From an optimization exercise on the open Yosys and OpenROAD flow, aimed at small area; shortcuts taken in it are not production practice.
In this exercise RTL edits were held to simulation tests only and were not proved equivalent to the original.
Power and IR drop assume default switching activity.

==> flow/design.v <==
module battleship (
  input            clk,
  input            rst,
  input            start,
  input      [1:0] X,
  input      [1:0] Y,
  input            pAb,
  input            pBb,
  output reg [7:0] disp0,
  output reg [7:0] disp1,
  output reg [7:0] disp2,
  output reg [7:0] disp3,
  output reg [7:0] led
);
function [7:0] seg;
  input [2:0] v;
  case (v)
    3'd0: seg = 8'b00111111;
    3'd1: seg = 8'b00000110;
    3'd2: seg = 8'b01011011;
    3'd3: seg = 8'b01001111;
    3'd4: seg = 8'b01100110;
    default: seg = 8'b11111111;
  endcase
endfunction
reg [4:0]  state;
reg [4:0]  next_state;
reg [4:0]  nxt;
reg [15:0] mapA;
reg [15:0] mapB;
reg [2:0]  score_A;
reg [2:0]  score_B;
reg [6:0]  timer;
reg [1:0]  input_count_A;
reg [1:0]  input_count_B;
reg [3:0]  index;
reg        A_won;
reg        B_won;
reg        z;
reg        player_will_start;
wire       p = state[4];
wire [3:0] k = state[3:0];
wire is_IDLE = (~k[0] & ~k[1] & ~k[2] & ~k[3]);
wire is_SHOW = (k[0] & ~k[1] & ~k[2] & ~k[3]);
wire is_IN = (~k[0] & k[1] & ~k[2] & ~k[3]);
wire is_ERR = (k[0] & k[1] & ~k[2]);
wire is_SCORE = (~k[0] & ~k[1] & k[2]);
wire is_SHOOT = (k[0] & ~k[1] & k[2]);
wire is_SINK = (~k[0] & k[1] & k[2]);
wire is_WIN = (k[0] & k[1] & k[2]);
wire is_ROUND = (~k[0] & ~k[1] & k[3]);
wire is_GO = (k[0] & k[3]);
wire is_GO1 = (k[1] & k[3]);
wire g_show  = (k[0] & ~k[1] & ~k[2] & ~k[3]);
wire g_in    = (~k[0] & k[1] & ~k[2] & ~k[3]);
wire g_err   = (k[0] & k[1] & ~k[2]);
wire g_lim30 = (k[0] & ~k[2] & ~k[3]);
wire g_tz    = (~k[0] & ~k[2] & ~k[3]) | (k[0] & ~k[1] & k[2]);
wire g_act   = (~k[0] & k[1] & ~k[2] & ~k[3]) | (k[0] & ~k[1] & k[2]);
wire g_sc    = (k[1] & k[2]);
wire g_game  = (~k[0] & ~k[1] & k[2]) | (k[3]);
wire g_d140  = (~k[0] & k[2]) | (k[1] & k[2]) | (k[3]);
wire g_let   = (k[0] & ~k[1] & ~k[2]) | (k[0] & k[1] & k[2]) | (k[3]);
wire g_l99   = (k[0] & k[1] & ~k[2]) | (~k[1] & ~k[2] & ~k[3]);
wire g_lAA   = (~k[0] & ~k[1] & k[2]) | (k[0] & k[1] & k[2]) | (~k[1] & k[3]);
wire g_go    = (k[0] & k[3]) | (k[1] & k[3]);
wire t30  = &timer[4:1];
wire t50  = timer[5] & timer[4] & timer[1];
wire t100 = timer[6] & timer[5] & timer[2];
wire done = g_lim30 ? t30 : is_ROUND ? t100 : t50;
wire btn  = p ? pBb : pAb;
wire tgtB = p ^ is_SHOOT;                  
wire hit  = tgtB ? mapB[index] : mapA[index];
wire cnt3 = p ? (input_count_B == 2'd3) : (input_count_A == 2'd3);
wire act  = g_act & btn;
wire won  = p ? B_won : A_won;
wire sc2  = p ? score_B[2] : score_A[2];
wire first = player_will_start == p;
wire clr_all = is_IDLE | (is_ROUND & t100);
always @(*) begin
  nxt = next_state;
  if (is_IDLE & start) nxt = {1'b0, 4'd1};
  if (g_lim30 & t30) nxt = {p, 4'd2};
  if (g_in & btn) begin
    if (hit) nxt = {p, 4'd3};
    else if (cnt3) nxt = first ? {~p, 4'd1} : {~p, 4'd4};
    else if (p) nxt = {p, 4'd2};
  end
  if (is_SCORE & t50) nxt = {p, 4'd5};
  if (is_SHOOT & btn) nxt = {p, 4'd6};
  if (is_SINK & t50) nxt = sc2 ? {p, 4'd7} : {~p, 4'd5};
  if (is_WIN & t50) nxt = won ? {p, 4'd9} : {p, 4'd8};
  if (is_ROUND & t100) nxt = {p, 4'd1};
  if (is_GO & t50) nxt = {p, 4'd10};
  if (is_GO1 & t50) nxt = {p, 4'd9};
end
always @(posedge clk or posedge rst) begin
  if (rst) begin
    state <= 5'd0;
    next_state <= 5'd0;
  end else begin
    state <= next_state;
    next_state <= nxt;
  end
end
wire [3:0] row = clr_all ? 4'b1111 : (4'b0001 << index[3:2]);
wire [3:0] col = clr_all ? 4'b1111 : (4'b0001 << index[1:0]);
wire wA = clr_all | (act & ~tgtB);
wire wB = clr_all | (act &  tgtB);
wire vset = g_in & ~clr_all;               
integer i;
always @(posedge clk) begin
  index <= {Y, X};
  if (g_tz | done) timer <= 7'd0;
  else timer <= timer + 7'd1;
  if (is_IDLE) player_will_start <= 1'b0;
  else if (is_WIN & t50) player_will_start <= p;
  if (is_IDLE) A_won <= 1'b0;
  else if (is_WIN & t50 & ~p) A_won <= 1'b1;
  if (is_IDLE) B_won <= 1'b0;
  else if (is_WIN & t50 & p) B_won <= 1'b1;
  if (is_SHOOT & btn) z <= hit;
  if (clr_all) score_A <= 3'd0;
  else if (is_SHOOT & btn & ~p & hit) score_A <= score_A + 3'd1;
  if (clr_all) score_B <= 3'd0;
  else if (is_SHOOT & btn & p & hit) score_B <= score_B + 3'd1;
  if (clr_all) input_count_A <= 2'd0;
  else if (g_in & btn & ~p & ~hit & ~cnt3) input_count_A <= input_count_A + 2'd1;
  if (clr_all) input_count_B <= 2'd0;
  else if (g_in & btn & p & ~hit) input_count_B <= input_count_B + 2'd1;
  for (i = 0; i < 16; i = i + 1) begin
    if (wA & row[i/4] & col[i%4]) mapA[i] <= vset;
    if (wB & row[i/4] & col[i%4]) mapB[i] <= vset;
  end
end
wire [1:0] A_game = (g_go & ~p) ? 2'd2 : {1'b0, A_won};
wire [1:0] B_game = (g_go &  p) ? 2'd2 : {1'b0, B_won};
always @(*) begin
  disp0 = 8'b00000000;
  disp1 = 8'b00000000;
  disp2 = 8'b00000000;
  disp3 = 8'b00000000;
  led   = 8'b00000000;
  if (g_act) begin
    disp1 = seg({1'b0, X});
    disp0 = seg({1'b0, Y});
  end
  if (g_d140) begin
    disp1 = 8'b01000000;
    disp2 = seg(g_sc ? score_A : {1'b0, A_game});
    disp0 = seg(g_sc ? score_B : {1'b0, B_game});
  end
  if (is_IDLE) begin
    disp3 = 8'b00000110;
    disp2 = 8'b01011110;
    disp1 = 8'b00111000;
    disp0 = 8'b01111001;
  end
  if (g_err) begin
    disp3 = 8'b01111001;
    disp2 = 8'b01010000;
    disp1 = 8'b01010000;
    disp0 = 8'b01011100;
  end
  if (g_let) disp3 = p ? 8'b01111100 : 8'b01110111;
  if (g_l99) led = 8'b10011001;
  if (g_lAA) led = 8'b10101010;
  if (is_GO1) led = 8'b01010101;
  if (g_in) led = p ? {4'b0000, input_count_B, 2'b01} : {2'b10, input_count_A, 4'b0000};
  if (is_SHOOT) led = p ? {2'b00, score_A[1:0], score_B[1:0], 2'b01}
                        : {1'b1, score_A, score_B[1:0], 2'b00};
  if (is_SINK) led = {8{z}};
end
endmodule
==> flow/run.sh <==
#!/bin/bash
# synth_recipe.tcl (not shown) runs the flow's synth.tcl, then flattens the netlist and writes it again
# the make line also repeats each setting of config.mk as NAME=value (left out here)
make -C /OpenROAD-flow-scripts/flow DESIGN_CONFIG=/design/flow/config.mk WORK_HOME=/design/flow/orfs CLKGATE_MAP_FILE= SYNTH_SCRIPT=/design/flow/synth_recipe.tcl finish
==> flow/config.mk <==
export PLATFORM = sky130hd
export DESIGN_NAME = battleship
export DESIGN_NICKNAME = battleship
export VERILOG_FILES = /design/flow/design.v
export SDC_FILE = /design/flow/constraint.sdc
export NUM_CORES = 4
export LEC_CHECK = 0
export ABC_AREA = 1
export CAP_MARGIN = 20
export CORE_MARGIN = 2
export CORE_UTILIZATION = 40
export CTS_BUF_LIST = sky130_fd_sc_hd__clkbuf_4
export SLEW_MARGIN = 20
==> flow/constraint.sdc <==
create_clock -name core_clock -period 10.0 [get_ports {clk}]
set_input_delay 2.0000 -clock core_clock [delete_from_list [all_inputs] [get_ports {clk}]]
set_output_delay 2.0000 -clock core_clock [all_outputs]
set_load 0.01 [all_outputs]
==> summary.txt <==
-- metrics by stage --
step	cells	cell area, sq um	total power, mW
finish	711	4536	1.127
floorplan	533	3860	0.7182
detailed placement	695	4407	0.9571
CTS	711	4536	1.130
global placement	695	4407	0.9532
global route	711	4536	1.204
-- path summary, 6_finish.rpt --
| path | from | to | slack, ps | cells after the start |
|---|---|---|---|---|
| max in group asynchronous | rst | state[0] | 7920 | 2 |
| worst min register to register | next_state[1] | state[1] | 380 | 0 |
| min in group asynchronous | rst | next_state[4] | 1820 | 2 |
| worst min-delay path | next_state[1] | state[1] | 380 | 0 |
| worst max register to register | state[0] | mapB[11] | 6530 | 7 |
| worst max-delay path | Y[1] | disp0[0] | 4460 | 6 |
-- logic make-up after synthesis --
kind of cell	after synthesis
AO/OA/AOI/OAI	68
XOR/XNOR	7
adder cells (fa/ha/maj)	3
buffers and inverters	77
flip-flops	67
other	1
AND/OR/NAND/NOR	309
-- layout make-up --
class	instances	area (sq um)
clock buffers	11	82.58
fillers	963	4748
repair buffers	48	475.5
inverters	62	232.7
clock inverters	5	46.29
well taps	129	161.4
flip-flops and latches	67	1722
multi-input cells	389	1815
-- sequential cells by signal, summed over array words and instances (netlist names) --
| register | count |
|---|---|
| mapA | 16 |
| mapB | 16 |
| timer | 7 |
| next_state | 5 |
| state | 5 |
| index | 4 |
| score_A | 3 |
| score_B | 3 |
| input_count_A | 2 |
| input_count_B | 2 |
| A_won | 1 |
| B_won | 1 |
| player_will_start | 1 |
| z | 1 |
-- layout by cell type, fill, tap and decap left out, types with 3 or more instances in the layout --
cell type	netlist	layout
a21oi_1	16	16
a31oi_1	3	3
clkbuf_4	0	11
clkdlybuf4s50_1	0	46
clkinv_1	1	3
dfrtp_1	10	10
dfxtp_1	24	24
edfxtp_1	33	33
ha_1	3	3
inv_1	59	59
inv_2	2	3
nand2_1	123	123
nand3_1	46	46
nand4_1	4	4
nor2_1	113	113
nor2_2	4	4
nor3_1	5	5
nor3b_1	4	4
o21ai_0	36	36
o21ai_1	3	3
xnor2_1	4	4
xor2_1	3	3
-- worst max-delay path: stages --
cell and delay [ps]:
clkdlybuf4s50_1 450, inv_1 120, o21ai_0 100, nor3b_1 300
nor2_1 60, clkdlybuf4s50_1 500
-- report_power, final --
part           leakage (nW)  internal [mW]  switching [mW]
clock network        0.0760         0.0794          0.0946
logic                  1.25          0.231           0.354
registers             0.619          0.342          0.0270
total                  1.95          0.652           0.475
-- routing by layer --
layer,track usage,vias up,part of all wire
met4,0.08103,0,0.017
met2,0.3198,117,0.45
met3,0.03557,16,0.049
met5,0,-,0
met1,0.2759,1664,0.48
li1,-,1820,-
==> results.json <==
{
  "outcome": "finished clean",
  "grt_antenna_before_repair": 0,
  "clk-insertion-delay-late_ps": 430,
  "pre_cts_slack_ps": 4482,
  "ir_drop_uv": 137.0,
  "drc": 0,
  "gp_congestion": 0.8531,
  "vias_per_cell": 5.087,
  "setup_slack_ps": 4458,
  "worst_ep_arrival_time_ps": 3540,
  "worst_pin_slew_ps": 758.7,
  "dpl.hpwl_mm": 7.544,
  "yosys-top-cells-count": "nand2_1 (123), nor2_1 (113), inv_1 (59)",
  "drv_cap": 0,
  "cts.sinks": 67,
  "ctsHoldBuffers": 0,
  "fmax_mhz": 180.4,
  "period_minus_slack_ps": 5542,
  "die_y_microns": 102.2,
  "area_growth_pct": 17.62,
  "synth-edff-count": 33,
  "grt_pass1_vias": 3327,
  "synth_fa_ha_area_frac": 0.009734,
  "hold_viol": 0,
  "ioPinCount": 49,
  "first_pass_iters": 4,
  "end_kind": "output port",
  "worstSetupPathType": "input pin to output port",
  "portBuffers": 46,
  "yosys-mux-area-fraction": 0,
  "synthTopCellsByArea": "edfxtp_1 (26%), dfxtp_1 (12%), nand2_1 (12%), nor2_1 (11%), dfrtp_1 (6.5%)",
  "start_kind": "input pin",
  "synth_compound_area_frac": 0.09734,
  "setup_violations": 0,
  "yosys.area_share.xor_xnor": 0.01590,
  "grt_max_degree": 35,
  "start_util": 0.4154,
  "ys_seq_area_frac": 0.4465,
  "async_flop_share": 0.1493,
  "drive_gt1_frac": 0.05498,
  "std_cell_rows": 35,
  "routedWlPerCell_microns": 14.35,
  "synthDistinctLibCells": 41,
  "drtAntennaViolNets": 0,
  "syn_area_per_cell_sq_um": 7.248,
  "drt_iter0_markers": 248,
  "synth_top_family_by_area": "simple AND/OR/NAND/NOR gates",
  "grt-ovfl-total": 0,
  "hp-class": "flip-flop to flip-flop",
  "finalCritPeriodShare": 0.5542,
  "worst_hold_slack_ps": 383.7,
  "synth.most_common_cell": "nand2_1",
  "fin_util": 0.4885,
  "setup_tns_ps": 0,
  "die-area_sq_um": 10440,
  "grt_pass1_wl_mm": 16.03,
  "synth_seq_cells": 67,
  "synthFlopType": "edfxtp_1",
  "cts_made_buffers": 9,
  "htree_levels": 3,
  "post_cts_buffers": 0,
  "yosys_warnings": 1,
  "cts_root_buffer": "clkbuf_4",
  "synth_area_sq_um": 3856,
  "cts_tree": "built",
  "core_area_sq_um": 9284,
  "crit_fanout": 4,
  "max-slew-margin-rel": 0.4923,
  "clock_skew_ps": 17.58,
  "cts-resized-gates": 0,
  "clk_path_buf_depth": 2,
  "die_w_microns": 102.2,
  "path_clk_slew_ps": 100,
  "power_density_nw_per_um2": 248.5,
  "routed_wl_mm": 10.20,
  "num_vias": 3617,
  "yosys.area_share.simple": 0.3459,
  "antenna_cells": 0,
  "cp_data_required_time_ps": 8000,
  "synthCells": 532,
  "grt_usage": 0.2021,
  "synth_top_area_frac": 0.2570,
  "drv_slew": 0,
  "cellLeakagePower_nw": 1.947,
  "netlist.top_cell.by_area": "edfxtp_1",
  "rsz0062_at_grt": "no",
  "final_nets": 589
}

[static timing again, ports no longer ideal]
The flow's constraints put no driver on any port. The routed layout listed below was extracted and timed again, unchanged, in two steps.
Step 1, drivers: a clkbuf_16 drives clk and a buf_2 each remaining input, both assumed.
Step 2 moves the port delays by t, midway between the first and last clock arrival at a register: inputs arrive t later, outputs are due t later. That takes back most of the time a late clock gives input paths.
Three values: no drivers, after step 1, after step 2; two values: the first two.
shift t [ns]: 0.448
slack for setup (ns): 4.458 / 4.434 / 4.434
slew at the worst register clock pin (ns): 0.11 / 0.11
After both steps setup and hold are still met in this run. For this run, drivers alone change the setup slack by -0.024 ns; drivers and shift together by -0.024 ns.
